What follows belongs to an exercise in optimizing a design on an open flow for small area and a short achievable clock period; a production flow would make more cautious choices.
Only simulation tests tie the RTL to the original design; equivalence was not proved.
Power figures rest on the tool's default switching activity, not on a simulated workload.

// DSP
module DSP(A, B, C, D, clk, rst_n, P);
input  [17:0] A, B, D;
input  [47:0] C;
input clk, rst_n;
output reg [47:0] P;
reg  [17:0] s1, s2, s3, a1;
reg  [4:0] ah;
reg  [30:0] y0;
reg  [30:0] y1;
reg  [30:0] y2;
reg  [47:0] z0;
reg  [47:0] z1;
reg  [9:0] zl;
wire pp1;
wire pp2;
wire pp3;
wire pp4;
wire pp5;
wire pp6;
wire pp7;
wire pp8;
wire pp9;
wire pp10;
wire pp11;
wire pp12;
wire pp13;
wire pp14;
wire pp15;
wire pp16;
wire pp17;
wire pp18;
wire pp19;
wire pp20;
wire pp21;
wire pp22;
wire pp23;
wire pp24;
wire pp25;
wire pp26;
wire pp27;
wire pp28;
wire pp29;
wire pp30;
wire pp31;
wire pp32;
wire pp33;
wire pp34;
wire pp35;
wire pp36;
wire pp37;
wire pp38;
wire pp39;
wire pp40;
wire pp41;
wire pp42;
wire pp43;
wire pp44;
wire pp45;
wire pp46;
wire pp47;
wire pp48;
wire pp49;
wire pp50;
wire pp51;
wire pp52;
wire pp53;
wire pp54;
wire pp55;
wire pp56;
wire pp57;
wire pp58;
wire pp59;
wire pp60;
wire pp61;
wire pp62;
wire pp63;
wire pp64;
wire pp65;
wire pp66;
wire pp67;
wire pp68;
wire pp69;
wire pp70;
wire pp71;
wire pp72;
wire pp73;
wire pp74;
wire pp75;
wire pp76;
wire pp77;
wire pp78;
wire pp79;
wire pp80;
wire pp81;
wire pp82;
wire pp83;
wire pp84;
wire pp85;
wire pp86;
wire pp87;
wire pp88;
wire pp89;
wire pp90;
wire pp91;
wire pp92;
wire pp93;
wire pp94;
wire pp95;
wire pp96;
wire pp97;
wire pp98;
wire pp99;
wire pp100;
wire pp101;
wire pp102;
wire pp103;
wire pp104;
wire pp105;
wire pp106;
wire pp107;
wire pp108;
wire pp109;
wire pp110;
wire pp111;
wire pp112;
wire pp113;
wire pp114;
wire pp115;
wire pp116;
wire pp117;
  ...
clock: 7.0 ns
lec_check: 0
cap_margin: 20
core_margin: 2
core_utilization: 40
cts_buf_list: sky130_fd_sc_hd__clkbuf_16
cts_cluster_diameter: 200
cts_cluster_size: 30
setup_slack_margin: 4.0
slew_margin: 20
synth_hierarchical: 1
standard.sh (not shown) runs the stock make flow with config.mk's settings and CLKGATE_MAP_FILE= SYNTH_SCRIPT=/design/flow/synth_recipe.tcl, a recipe that flattens the netlist after the stock synthesis.
==> flow/flow/run.sh <==
#!/bin/bash
# The standard layout, with two changes to how it is made:
#  - the port buffers are plain sky130 buf_1 cells (the default pick is a slow delay cell),
#  - timing repair may swap cells across footprints (so it can resize those buffers).
set -euo pipefail
bash standard.sh "BUFFER_PORTS_ARGS=-buffer_cell sky130_fd_sc_hd__buf_1" MATCH_CELL_FOOTPRINT=0 finish > standard.log 2>&1
==> next run, changes <==
--- a/flow/design.v
+++ b/flow/design.v
@@ -2,23 +2,23 @@
 input  [17:0] A, B, D;
 input  [47:0] C;
 input clk, rst_n;
 output reg [47:0] P;
 reg  [17:0] s1, s2, s3, a1;
 reg  [4:0] ah;
 reg  [30:0] y0;
 reg  [30:0] y1;
 reg  [30:0] y2;
 reg  [47:0] z0;
 reg  [47:0] z1;
-reg  [9:0] zl;
+reg  [13:0] zl;
 wire pp1;
 wire pp2;
 wire pp3;
 wire pp4;
 wire pp5;
 wire pp6;
 wire pp7;
 wire pp8;
 wire pp9;
 wire pp10;
 wire pp11;
@@ -1666,26 +1666,22 @@
     y2[18] <= yfs385;
     y2[19] <= yfs386;
     y2[20] <= yfs387;
     y2[21] <= yfs388;
     y2[22] <= yfs389;
     y2[23] <= yfs390;
     y2[24] <= yfc390;
     y2[25] <= yfs392;
     y2[26] <= yfc392;
     y2[27] <= yfc393;
     y2[28] <= yfc394;
-    z0[9] <= zfc604;
-    z0[10] <= zfc605;
-    z0[11] <= zfc606;
-    z0[12] <= zfc607;
     z0[13] <= zfc608;
     z0[14] <= zfc609;
     z0[15] <= zfc610;
     z0[16] <= zfc611;
     z0[17] <= zfc612;
     z0[18] <= zfc613;
     z0[19] <= zfc614;
     z0[20] <= zfc615;
     z0[21] <= zfc616;
     z0[22] <= zfc617;
     z0[23] <= zfc618;
@@ -1705,26 +1701,22 @@
     z0[37] <= C[37];
     z0[38] <= C[38];
     z0[39] <= C[39];
     z0[40] <= C[40];
     z0[41] <= C[41];
     z0[42] <= C[42];
     z0[43] <= C[43];
     z0[44] <= C[44];
     z0[45] <= C[45];
     z0[46] <= C[46];
     z0[47] <= C[47];
-    z1[9] <= zfs605;
-    z1[10] <= zfs606;
-    z1[11] <= zfs607;
-    z1[12] <= zfs608;
     z1[13] <= zfs609;
     z1[14] <= zfs610;
     z1[15] <= zfs611;
     z1[16] <= zfs612;
     z1[17] <= zfs613;
     z1[18] <= zfs614;
     z1[19] <= zfs615;
     z1[20] <= zfs616;
     z1[21] <= zfs617;
     z1[22] <= zfs618;
     z1[23] <= zfs619;
@@ -1732,50 +1724,58 @@
     z1[25] <= zfs621;
     z1[26] <= zfs622;
     z1[27] <= zfs623;
     z1[28] <= zfs624;
     z1[29] <= zfs625;
     z1[30] <= zfs626;
     z1[31] <= zfc626;
     z1[32] <= zfs628;
     z1[33] <= zfc628;
     z1[34] <= zfc629;
     z1[35] <= zfc630;
-    zl <= {1'b0, {zfc603, zfc602, zfc601, zfc600, zfc599, zfc598, zhc597, zhs597, y0[0]}} + {1'b0, {zfs604, zfs603, zfs602, zfs601, zfs600, zfs599, zfs598, C[1], C[0]}};
-    P <= {z0[47:9] + z1[47:9] + zl[9], zl[8:0]};
+    zl <= {1'b0, {zfc607, zfc606, zfc605, zfc604, zfc603, zfc602, zfc601, zfc600, zfc599, zfc598, zhc597, zhs597, y0[0]}} + {1'b0, {zfs608, zfs607, zfs606, zfs605, zfs604, zfs603, zfs602, zfs601, zfs600, zfs599, zfs598, C[1], C[0]}};
+    P <= {z0[47:13] + z1[47:13] + zl[13], zl[12:0]};
     y0[30] <= 1'b0;
     y1[0] <= 1'b0;
     y1[29] <= 1'b0;
     y1[30] <= 1'b0;
     y2[0] <= 1'b0;
     y2[1] <= 1'b0;
     y2[29] <= 1'b0;
     y2[30] <= 1'b0;
     z0[0] <= 1'b0;
     z0[1] <= 1'b0;
     z0[2] <= 1'b0;
     z0[3] <= 1'b0;
     z0[4] <= 1'b0;
     z0[5] <= 1'b0;
     z0[6] <= 1'b0;
     z0[7] <= 1'b0;
     z0[8] <= 1'b0;
+    z0[9] <= 1'b0;
+    z0[10] <= 1'b0;
+    z0[11] <= 1'b0;
+    z0[12] <= 1'b0;
     z1[0] <= 1'b0;
     z1[1] <= 1'b0;
     z1[2] <= 1'b0;
     z1[3] <= 1'b0;
     z1[4] <= 1'b0;
     z1[5] <= 1'b0;
     z1[6] <= 1'b0;
     z1[7] <= 1'b0;
     z1[8] <= 1'b0;
+    z1[9] <= 1'b0;
+    z1[10] <= 1'b0;
+    z1[11] <= 1'b0;
+    z1[12] <= 1'b0;
     z1[36] <= 1'b0;
     z1[37] <= 1'b0;
     z1[38] <= 1'b0;
     z1[39] <= 1'b0;
     z1[40] <= 1'b0;
     z1[41] <= 1'b0;
     z1[42] <= 1'b0;
     z1[43] <= 1'b0;
     z1[44] <= 1'b0;
     z1[45] <= 1'b0;
     z1[46] <= 1'b0;
Result: Area after synthesis drops by 1.3%. Setup slack gets worse by 0.021 ns. Clock-buffer cell count is unchanged. Combinational power grows by about 4%. Clock power came out lower by about 1%. Via count shrinks by 2.6%. Non-clock buffer count rose by 4. Synthesized cell count is lower by 2.5%. Routed wire length falls by 3.6%. Power rises by 1.6%. Utilization hardly moves. Final cell count goes down by 1.4%. Worst hold slack hardly moves.

-- re-timing with driven ports --
The flow's constraints put no driver on any port. The routed layouts listed below were extracted and timed again, unchanged, in two steps.
Step 1 assumes that a clkbuf_16 drives the clock port and a buf_2 every other input.
Step 2 moves the port delays by t, midway between the first and last clock arrival at a register: inputs arrive t later, outputs are due t later. That takes back most of the time a late clock gives input paths.
Three values: no drivers, after step 1, after step 2; two values: the first two.
run	t (ns)	setup slack, ns	worst hold slack (ns)	slew at the worst register clock pin (ns)	cell pins on the clock port's net
the first run	0.555	4.059 / 4.059 / 3.570	0.348 / 0.348 / 0.348	0.12 / 0.12	1
the second run	0.543	4.038 / 4.038 / 3.534	0.347 / 0.347 / 0.347	0.12 / 0.12	1
After both steps setup and hold are still met in every run listed. The setup slack of the second run, which loses most, moves by 0.000 ns with the drivers and by -0.504 ns with both steps.
